Background: an optimization exercise with open tools, aiming at small area. Do not read the settings as production practice. Function was checked by simulation only, so behaviour that the tests miss may differ from the original. No activity file was given, so power comes from the tool's default toggle rates.

File: flow/config.mk
export PLATFORM = sky130hd
export DESIGN_NAME = finalproject
export DESIGN_NICKNAME = finalproject
export VERILOG_FILES = /design/flow/design.v
export SDC_FILE = /design/flow/constraint.sdc
export NUM_CORES = 4
export LEC_CHECK = 0
export CAP_MARGIN = 20
export CORE_MARGIN = 2
export CORE_UTILIZATION = 40
export SLEW_MARGIN = 20
File: flow/constraint.sdc
create_clock -name core_clock -period 300.0 [get_ports {clk}]
set_input_delay 60.0000 -clock core_clock [delete_from_list [all_inputs] [get_ports {clk}]]
set_output_delay 60.0000 -clock core_clock [all_outputs]
set_load 0.01 [all_outputs]
File: flow/design.v
module sevenseg (input [3:0]A, output [7:0]Z);
	wire [127:0] T = {
		8'b10001110,	 
		8'b10000110,	 
		8'b10100001,	 
		8'b11000110,	 
		8'b10000011,	 
		8'b10001000,	 
		8'b10011000,	 
		8'b10000000,	 
		8'b11111000,	 
		8'b10000010,	 
		8'b10010010,	 
		8'b10011001,	 
		8'b10110000,	 
		8'b10100100,	 
		8'b11111001,	 
		8'b11000000};	 
	assign Z = T[{A, 3'b000} +: 8];
endmodule
module finalproject (input clk, rst, A, B, C, D, E, F, output X, output Z, output [7:0] H3, H2, H1, H0);
	function [3:0] inc10(input [3:0] d);
		inc10 = {(d[3] & ~d[0]) | (d[2] & d[1] & d[0]), d[2] ^ (d[1] & d[0]), d[1] ^ (d[0] & ~d[3]), ~d[0]};
	endfunction
	function [3:0] dec10(input [3:0] d);
		dec10 = {(~d[3] & ~d[2] & ~d[1] & ~d[0]) | (d[3] & d[0]),
		         d[2] ^ (~d[1] & ~d[0] & (d[3] | d[2])),
		         (d[1] & d[0]) | (~d[1] & ~d[0] & (d[3] | d[2])),
		         ~d[0]};
	endfunction
	function [2:0] inc6(input [2:0] d);
		inc6 = {(d[2] & ~d[0]) | (d[1] & d[0]), (d[1] ^ d[0]) & ~d[2], ~d[0]};
	endfunction
	function [2:0] dec6(input [2:0] d);
		dec6 = {(~d[2] & ~d[1] & ~d[0]) | (d[2] & d[0]), (d[1] & d[0]) | (d[2] & ~d[0]), ~d[0]};
	endfunction
	function [2:0] inc5(input [2:0] d);
		inc5 = {d[1] & d[0], d[1] ^ d[0], ~d[0] & ~d[2]};
	endfunction
	function [2:0] dec5(input [2:0] d);
		dec5 = {~d[2] & ~d[1] & ~d[0], (d[1] & d[0]) | d[2], (d[1] & ~d[0]) | d[2]};
	endfunction
	function lt12(input [11:0] a, input [11:0] b);
		integer i;
		begin
			lt12 = 1'b0;
			for (i = 0; i < 12; i = i + 1)
				lt12 = (~a[i] & b[i]) | (~(a[i] ^ b[i]) & lt12);
		end
	endfunction
	reg [2:0] j;
	reg ph;
	wire j5 = j[2] & ~j[1];
	wire tick = j5 & ~ph;
	always @(posedge clk) begin
		if (rst) begin
			j <= 3'b000;
			ph <= 1'b0;
		end else begin
			j <= {j[1:0], ~j[2]};
			ph <= ph ^ j5;
		end
	end
	reg tempX, tempZ;
	assign X = tempX;
	assign Z = tempZ;
	reg [3:0] Q0, Q1, Q2;
	reg [2:0] Q3;
	reg [3:0] d0, d2;
	reg [2:0] d1, d3;
	reg [4:0] th, gh;
	reg [3:0] tt, gt;
	reg [2:0] ta, gb;
	reg [2:0] m10, s10;
	reg [3:0] m1, s1;
	sevenseg s3({1'b0, Q3}, H3);
	sevenseg s2(Q2, H2);
	sevenseg s1_(Q1, H1);
	sevenseg s0(Q0, H0);
	wire m_off = ~A;
	wire m_set = A & ~B & ~C;
	wire m_tim = A & B & C;
	wire m_run = A & B;			 
	wire c0 = (d0 == 4'd9);
	wire c1 = c0 & (d1 == 3'd5);
	wire c2 = c1 & (d2 == 4'd9);
	wire [3:0] nd0 = inc10(d0);
	wire [2:0] nd1 = c0 ? inc6(d1) : d1;
	wire [3:0] nd2 = c1 ? inc10(d2) : d2;
	wire [2:0] nd3 = c2 ? inc6(d3) : d3;
	wire ta4 = (ta == 3'd4);
	wire ta0 = (ta == 3'd0);
	wire tt9 = (tt == 4'd9);
	wire tt0 = (tt == 4'd0);
	wire th0 = (th == 5'd0);
	wire [2:0] ia = inc5(ta);
	wire [3:0] it = ta4 ? inc10(tt) : tt;
	wire [4:0] ih = (ta4 & tt9) ? th + 5'd1 : th;
	wire wrap_t = ta0 & tt0 & th0;
	wire [2:0] da = wrap_t ? 3'd3 : dec5(ta);
	wire [3:0] dt = wrap_t ? 4'd4 : (ta0 ? dec10(tt) : tt);
	wire [4:0] dh = wrap_t ? 5'd20 : ((ta0 & tt0) ? th - 5'd1 : th);
	wire ht_eq = ({th, tt} == {gh, gt});
	wire g_zero = (gh == 5'd0) & (gt == 4'd0) & (gb == 3'd0);
	wire xnew = (ht_eq & (ta == gb) & ~g_zero) |
	            (ht_eq & (ia == gb) & ~ta4) |
	            (ta4 & (gb == 3'd0) & ({ih, it} == {gh, gt}));
	wire t_le = lt12({th, tt, ta}, {gh, gt, gb});
	wire t_ge67 = ~th0 | (tt > 4'd6) | ((tt == 4'd6) & (ta >= 3'd3));
	wire t_inc = m_run & t_le;
	wire t_dec = (m_run & ~t_le) | (~(A & C) & ~(A & B) & t_ge67);
	wire [4:0] nth = t_inc ? ih : (t_dec ? dh : th);
	wire [3:0] ntt = t_inc ? it : (t_dec ? dt : tt);
	wire [2:0] nta = t_inc ? ia : (t_dec ? da : ta);
	wire gt0 = (gt == 4'd0);
	wire gt9 = (gt == 4'd9);
	wire gh0 = (gh == 5'd0);
	wire g_lt900 = (gh < 5'd9);
	wire g_gt60 = ~gh0 | (gt > 4'd6) | ((gt == 4'd6) & (gb != 3'd0));
	wire g_gt70 = ~gh0 | (gt > 4'd7) | ((gt == 4'd7) & (gb != 3'd0));
	wire g_lt10 = gh0 & gt0;
	wire g_dA = D & g_lt900;
	wire g_eA = E & (g_dA ? (g_gt70 | g_lt10) : g_gt60);
	wire g_up = m_set & g_eA & ~g_dA;
	wire g_dn = m_set & g_dA & ~g_eA;
	wire wrap_gu = (gh == 5'd20) & ((gt == 4'd4) | ((gt == 4'd3) & (gb == 3'd4)));
	wire [2:0] ub = wrap_gu ? inc5(gb) : gb;
	wire [3:0] ut = wrap_gu ? 4'd0 : inc10(gt);
	wire [4:0] uh = wrap_gu ? 5'd0 : (gt9 ? gh + 5'd1 : gh);
	wire [2:0] vb = g_lt10 ? dec5(gb) : gb;
	wire [3:0] vt = g_lt10 ? ((gb == 3'd0) ? 4'd3 : 4'd4) : dec10(gt);
	wire [4:0] vh = g_lt10 ? 5'd20 : (gt0 ? gh - 5'd1 : gh);
	wire [4:0] ngh = g_up ? uh : (g_dn ? vh : gh);
	wire [3:0] ngt = g_up ? ut : (g_dn ? vt : gt);
	wire [2:0] ngb = g_up ? ub : (g_dn ? vb : gb);
	wire bs1 = (s1 == 4'd0);
	wire bs10 = bs1 & (s10 == 3'd0);
	wire bm1 = bs10 & (m1 == 4'd0);
	wire b_zero = bm1 & (m10 == 3'd0);
	wire b_sub = m_tim & ~b_zero;
	wire [3:0] s1a = b_sub ? dec10(s1) : s1;
	wire [2:0] s10a = (b_sub & bs1) ? dec6(s10) : s10;
	wire [3:0] m1a = (b_sub & bs10) ? dec10(m1) : m1;
	wire [2:0] m10a = (b_sub & bm1) ? m10 - 3'd1 : m10;
	wire ma_60 = (m10a == 3'd6);
	wire m1a0 = (m1a == 4'd0);
	wire ma_0 = (m10a == 3'd0) & m1a0;
	wire m_up = m_run & E & ~D & ~ma_60;
	wire m_dn = m_run & D & (E ? ma_60 : ~ma_0);
	wire b_clr = m_run & D & ~E & ma_0;
	wire [3:0] nm1 = m_up ? inc10(m1a) : (m_dn ? dec10(m1a) : m1a);
	wire [2:0] nm10 = (m_up & (m1a == 4'd9)) ? m10a + 3'd1 : ((m_dn & m1a0) ? m10a - 3'd1 : m10a);
	wire [2:0] ns10 = b_clr ? 3'd0 : s10a;
	wire [3:0] ns1 = b_clr ? 4'd0 : s1a;
	wire nb_zero = (nm10 == 3'd0) & (nm1 == 4'd0) & (ns10 == 3'd0) & (ns1 == 4'd0);
	always @(posedge clk) begin
		if (rst) begin
			tempX <= 1'b0; tempZ <= 1'b0;
			Q3 <= 3'd0; Q2 <= 4'd0; Q1 <= 4'd0; Q0 <= 4'd0;
			d3 <= 3'd0; d2 <= 4'd0; d1 <= 3'd0; d0 <= 4'd0;
			th <= 5'd0; tt <= 4'd6; ta <= 3'd2;
			gh <= 5'd3; gt <= 4'd0; gb <= 3'd0;
			m10 <= 3'd0; m1 <= 4'd0; s10 <= 3'd0; s1 <= 4'd0;
		end else if (tick) begin
			d3 <= nd3; d2 <= nd2; d1 <= nd1; d0 <= nd0;
			th <= nth; tt <= ntt; ta <= nta;
			gh <= ngh; gt <= ngt; gb <= ngb;
			m10 <= nm10; m1 <= nm1; s10 <= ns10; s1 <= ns1;
			if (m_off) begin
				tempX <= 1'b0;
				tempZ <= 1'b0;
			end else if (~(~B & C)) begin
				tempX <= xnew;
				if (B) tempZ <= C & nb_zero;
			end
			if (~(A & ~B & C)) begin
				if (F) begin
					Q0 <= {nta, 1'b1}; Q1 <= ntt; Q2 <= nth[3:0]; Q3 <= 3'd0;
				end else if (m_off) begin
					Q0 <= nd0; Q1 <= {1'b0, nd1}; Q2 <= nd2; Q3 <= nd3;
				end else if (m_set) begin
					Q0 <= {ngb, 1'b0}; Q1 <= ngt; Q2 <= ngh[3:0]; Q3 <= 3'd0;
				end else begin
					Q0 <= ns1; Q1 <= {1'b0, ns10}; Q2 <= nm1; Q3 <= nm10;
				end
			end
		end
	end
endmodule
File: flow/run.sh
#!/bin/bash
# synth_recipe.tcl (not shown) runs the flow's synth.tcl, then flattens the netlist and writes it again
# the make line also repeats each setting of config.mk as NAME=value (left out here)
make -C /OpenROAD-flow-scripts/flow DESIGN_CONFIG=/design/flow/config.mk WORK_HOME=/design/flow/orfs CLKGATE_MAP_FILE= SYNTH_SCRIPT=/design/flow/synth_recipe.tcl finish
==> summary.txt <==
## cell families (layout without fill, tap and decap cells)
group | count (synthesis) | after routing
multiplexers | 46 | 46
AO/OA/AOI/OAI | 225 | 225
AND/OR/NAND/NOR | 373 | 373
XOR/XNOR | 37 | 37
buffers and inverters | 110 | 110
other | 1 | 4
adder cells (fa/ha/maj) | 52 | 52
flip-flops | 73 | 73
## worst register-to-register path: stages (launching register included)
cell and delay [ps]:
sky130_fd_sc_hd__dfxtp_1 370, sky130_fd_sc_hd__or3_1 470, sky130_fd_sc_hd__or3_1 410, sky130_fd_sc_hd__or3_1 410, sky130_fd_sc_hd__mux2i_1 320, sky130_fd_sc_hd__inv_1 110
sky130_fd_sc_hd__ha_1 200, sky130_fd_sc_hd__ha_1 200, sky130_fd_sc_hd__or2_2 300, sky130_fd_sc_hd__a2111oi_4 510, sky130_fd_sc_hd__mux2i_1 160, sky130_fd_sc_hd__a211oi_1 380
sky130_fd_sc_hd__nand3_1 110, sky130_fd_sc_hd__a31oi_1 160
## worst min-delay path by stage
stage,startpoint,end,cells past startpoint
global placement,j[2],j[0],1
CTS,j[2],j[0],1
finish,j[2],j[0],1
global route,j[2],j[0],1
detailed placement,j[2],j[0],1
floorplan,j[2],j[0],1
## per-stage QoR
step                      setup slack, ps  hold WS [ps]  power [mW]
after global routing               235640           437      0.0272
after detailed placement           235710           406      0.0148
after floorplan                    236510           385      0.0135
after global placement             235720           408      0.0148
after CTS                          236070           418      0.0263
final                              235980           410      0.0261
## Yosys cell counts (7+ instances only)
cell type / n / share of area, %
sky130_fd_sc_hd__a211oi_1: 20 / 2.2
sky130_fd_sc_hd__dfxtp_1: 73 / 22
sky130_fd_sc_hd__nand2b_1: 8 / 0.74
sky130_fd_sc_hd__nor4_1: 10 / 0.93
sky130_fd_sc_hd__mux2_2: 7 / 1.2
sky130_fd_sc_hd__o21a_1: 8 / 0.89
sky130_fd_sc_hd__nand3_1: 30 / 2.2
sky130_fd_sc_hd__inv_1: 50 / 2.8
sky130_fd_sc_hd__mux2i_1: 38 / 5.6
sky130_fd_sc_hd__nor2_1: 115 / 6.4
sky130_fd_sc_hd__xor2_1: 11 / 1.4
sky130_fd_sc_hd__clkbuf_1: 47 / 2.6
sky130_fd_sc_hd__a21oi_1: 56 / 4.2
sky130_fd_sc_hd__o21ai_0: 42 / 3.1
sky130_fd_sc_hd__or3_1: 15 / 1.4
sky130_fd_sc_hd__nor3_1: 23 / 1.7
sky130_fd_sc_hd__nor2b_1: 12 / 1.1
sky130_fd_sc_hd__ha_1: 51 / 9.5
sky130_fd_sc_hd__nand2_1: 88 / 4.9
sky130_fd_sc_hd__and3_1: 11 / 1.0
sky130_fd_sc_hd__a31oi_1: 12 / 1.1
sky130_fd_sc_hd__xnor2_1: 26 / 3.4
sky130_fd_sc_hd__nand4_1: 14 / 1.3
## power by group through the flow
| stage | Combinational (mW) | Sequential (mW) | Clock (mW) |
|---|---|---|---|
| 2_1_floorplan | 0.00322 | 0.0102 | 0 |
| 3_3_place_gp | 0.00431 | 0.0105 | 0 |
| 3_5_place_dp | 0.00432 | 0.0105 | 0 |
| 4_1_cts | 0.00435 | 0.0103 | 0.0117 |
| 5_1_grt | 0.00481 | 0.0103 | 0.0121 |
| 6_report | 0.00438 | 0.0103 | 0.0115 |
## layout make-up
cell class | count | area, um2 | area share, %
clock buffer | 12 | 267 | 3.55
sequential | 73 | 1460 | 19.4
tap | 220 | 275 | 3.66
clock inverter | 3 | 47.5 | 0.633
multi-input combinational | 737 | 4850 | 64.6
inverter | 51 | 191 | 2.55
timing repair buffer | 44 | 418 | 5.56
## routing by layer
layer	vias to the layer above	share of wire, %
li1	3287	-
met1	3098	46
met2	167	47
met3	26	5.0
met4	0	1.9
met5	-	0
==> impl_metrics.xml <==
<?xml version="1.0" encoding="UTF-8"?>
<metrics>
  <group name="status">
    <metric name="status" unit="">timing/DRC/antenna clean</metric>
  </group>
  <group name="timing">
    <metric name="final.setup.tns" unit="ps">0</metric>
    <metric name="achievable-frequency" unit="GHz">0.0156</metric>
    <metric name="period_minus_slack" unit="ps">64020</metric>
    <metric name="slew_viol_final" unit="">0</metric>
    <metric name="hold_violation_total_from_the_final_report" unit="">0</metric>
    <metric name="finalCritPeriodShare" unit="%">21.3</metric>
    <metric name="worst-slew-pin-transition" unit="ps">1030</metric>
    <metric name="timing.max_slew.rel_slack" unit="%">30.6</metric>
    <metric name="rsz0062_at_grt" unit="">false</metric>
    <metric name="setup_violations" unit="">0</metric>
    <metric name="timing.clock.skew" unit="ps">8.07</metric>
  </group>
  <group name="setup_path">
    <metric name="worstPathRequired" unit="ps">300270</metric>
    <metric name="worstSetupPathType" unit="">input pin to flop</metric>
    <metric name="worstSetupEndpoint" unit="">Q3[2]</metric>
    <metric name="cp_slowest_stage_delay" unit="ps">510</metric>
    <metric name="critical_path.startpoint_type" unit="">input pin</metric>
    <metric name="r2r-end" unit="">Q3[2]</metric>
    <metric name="critical_path.cell_chain" unit="">clkdlybuf4s50_1 -&gt; buf_4 -&gt; nand4b_1 -&gt; or3_1 -&gt; or3_1 -&gt; mux2i_1 -&gt; inv_1 -&gt; ha_1 -&gt; ha_1 -&gt; or2_2 -&gt; a2111oi_4 -&gt; mux2i_1 -&gt; a211oi_1 -&gt; nand3_1 -&gt; a31oi_1</metric>
    <metric name="critPathLaunch" unit="">A</metric>
    <metric name="worst_r2r_path_depth" unit="">13</metric>
    <metric name="path_delay_family" unit="">simple AND/OR/NAND/NOR gates</metric>
    <metric name="critical_path_depth" unit="">15</metric>
    <metric name="setup.worst_path.end_class" unit="">flop</metric>
    <metric name="r2r_slack" unit="ps">295810</metric>
    <metric name="cp.arrival" unit="ps">64290</metric>
    <metric name="critical-path-slowest-cell" unit="">sky130_fd_sc_hd__a2111oi_4</metric>
    <metric name="crit_fanout" unit="">19</metric>
    <metric name="regToRegStartpoint" unit="">s1[1]</metric>
    <metric name="cp.buffers_inverters" unit="">3</metric>
  </group>
  <group name="drt">
    <metric name="drt.antenna.violating_nets" unit="">0</metric>
    <metric name="total_length_of_routed_wires" unit="um">19600</metric>
    <metric name="drt_iter0_markers" unit="">579</metric>
    <metric name="drt_drc_violations_left" unit="">0</metric>
    <metric name="drt_first_pass_iters" unit="">7</metric>
    <metric name="vias" unit="">6578</metric>
    <metric name="vias_per_cell" unit="">5.77</metric>
    <metric name="routed_length_per_instance" unit="um">17.2</metric>
  </group>
  <group name="logic_synthesis">
    <metric name="synth-seq-area-share" unit="%">21.7</metric>
    <metric name="synth-async-reset-ratio" unit="%">0</metric>
    <metric name="synth_enable_flop_cells" unit="">0</metric>
    <metric name="post_synth_instance_area" unit="um2">6750</metric>
    <metric name="syn_avg_cell_area" unit="um2">7.36</metric>
    <metric name="largest_family_of_logic_cells_by_synthesized_area" unit="">simple AND/OR/NAND/NOR gates</metric>
    <metric name="synth_cells" unit="">917</metric>
    <metric name="ys_ff_latch" unit="">73</metric>
    <metric name="synth_compound_area_share" unit="%">22.6</metric>
    <metric name="yosysWarningCount" unit="">1</metric>
    <metric name="ys_dominant_reg_cell" unit="">sky130_fd_sc_hd__dfxtp_1</metric>
    <metric name="post_synth_fa_ha_maj_area_fraction" unit="%">9.61</metric>
    <metric name="synth-xor-area-share" unit="%">4.80</metric>
    <metric name="synth_simple_gate_area_share" unit="%">27.5</metric>
    <metric name="post_synth_mux_area_share" unit="%">7.14</metric>
    <metric name="synth.distinct_cells" unit="">82</metric>
  </group>
  <group name="global_routing">
    <metric name="maximum_number_of_pins_on_one_net_before_global_route_repair" unit="">64</metric>
    <metric name="groute.usage.overall" unit="%">22.2</metric>
    <metric name="groute.layer.met1.usage" unit="%">30.5</metric>
    <metric name="remaining_overflow_grt" unit="">0</metric>
    <metric name="use_met3" unit="%">3.10</metric>
    <metric name="grt_pass1_wl" unit="um">32000</metric>
    <metric name="grt_busiest_layer" unit="">met2</metric>
    <metric name="grt_pass1_vias" unit="">6066</metric>
    <metric name="global_route.usage.met2" unit="%">36.4</metric>
    <metric name="antenna_violations_before_repair" unit="">0</metric>
  </group>
  <group name="finish">
    <metric name="layout-area-overhead-vs-synth" unit="%">11.4</metric>
    <metric name="mostFrequentLayoutCell" unit="">sky130_fd_sc_hd__nor2_1</metric>
    <metric name="largestRegisters" unit="">gh (5), th (5)</metric>
    <metric name="layout-drive-gt1-share" unit="%">5.87</metric>
    <metric name="stdcell_count" unit="">1140</metric>
    <metric name="fin_nets" unit="">975</metric>
    <metric name="most-common-layout-cells" unit="">sky130_fd_sc_hd__nor2_1 (115), sky130_fd_sc_hd__nand2_1 (88), sky130_fd_sc_hd__dfxtp_1 (73), sky130_fd_sc_hd__a21oi_1 (56)</metric>
    <metric name="n_antenna_cell" unit="">0</metric>
    <metric name="design_area" unit="um2">7510</metric>
    <metric name="postLayoutCoreUtil" unit="%">45.5</metric>
    <metric name="fillCellCount" unit="">1667</metric>
  </group>
  <group name="pwr">
    <metric name="power.share.sequential" unit="%">39.4</metric>
    <metric name="power_leakage" unit="nW">2.76</metric>
    <metric name="cellInternalPower" unit="uW">18.7</metric>
    <metric name="net-switching-power" unit="uW">7.38</metric>
    <metric name="cellPowerDensity" unit="nW/um2">3.48</metric>
    <metric name="clockPowerShare" unit="%">43.9</metric>
    <metric name="comb_power_share" unit="%">16.8</metric>
    <metric name="ir_drop" unit="uV">2.88</metric>
    <metric name="power.switching_fraction" unit="%">28.3</metric>
  </group>
  <group name="clocking">
    <metric name="cts.clk_slew.worst_paths" unit="ps">60</metric>
    <metric name="clk-insertion-delay-late" unit="ps">350</metric>
    <metric name="holdBufCountCts" unit="">0</metric>
    <metric name="cts.sinks" unit="">73</metric>
    <metric name="cts.root.buffer_cell" unit="">sky130_fd_sc_hd__clkbuf_16</metric>
    <metric name="cts_setup_buffers" unit="">0</metric>
    <metric name="cts_htree_levels" unit="">3</metric>
    <metric name="cts_buffer_depth" unit="">2</metric>
    <metric name="tritoncts_clock_tree" unit="">built</metric>
    <metric name="cts_inserted_buffers" unit="">9</metric>
    <metric name="cts_repair_resize_count" unit="">0</metric>
  </group>
  <group name="floorplan">
    <metric name="ios" unit="">42</metric>
    <metric name="die_h" unit="um">134</metric>
    <metric name="core-area" unit="um2">16500</metric>
    <metric name="die_area" unit="um2">17900</metric>
    <metric name="die_width" unit="um">134</metric>
    <metric name="placement_rows" unit="">47</metric>
    <metric name="floorplan.initialDensity" unit="%">40.8</metric>
  </group>
  <group name="placed_design">
    <metric name="dp_cell_count" unit="">1125</metric>
    <metric name="placement.cell_area" unit="um2">7200</metric>
    <metric name="io_buffers" unit="">37</metric>
    <metric name="gp_routability_congestion" unit="">0.933</metric>
    <metric name="dp_hpwl" unit="um">14800</metric>
  </group>
  <group name="min_path">
    <metric name="min-delay-path-class" unit="">flop to flop</metric>
  </group>
  <group name="run">
    <metric name="drv_cap" unit="">0</metric>
  </group>
</metrics>

==> port drivers added, routing unchanged <==
No port has a modelled driver above. Below, the same layout with a new extraction and two added sets of constraints. Step 1, drivers: a clkbuf_16 drives clk and a buf_2 each remaining input, both assumed. Step 2 times the ports against the registers' clock, not the clock port: input delays grow and output delays shrink by t, the midpoint of the rising clock arrivals with the driver on. a / b / c = ideal ports / drivers / drivers and shift; a / b = the first two.
t, ns: 0.384
setup slack, ns: 235.982 / 235.998 / 235.614
worst data-port slew with drivers (ns): 0.03
After both steps setup and hold are still met in this run. The setup slack of this run moves by +0.016 ns with the drivers and by -0.368 ns with both steps.
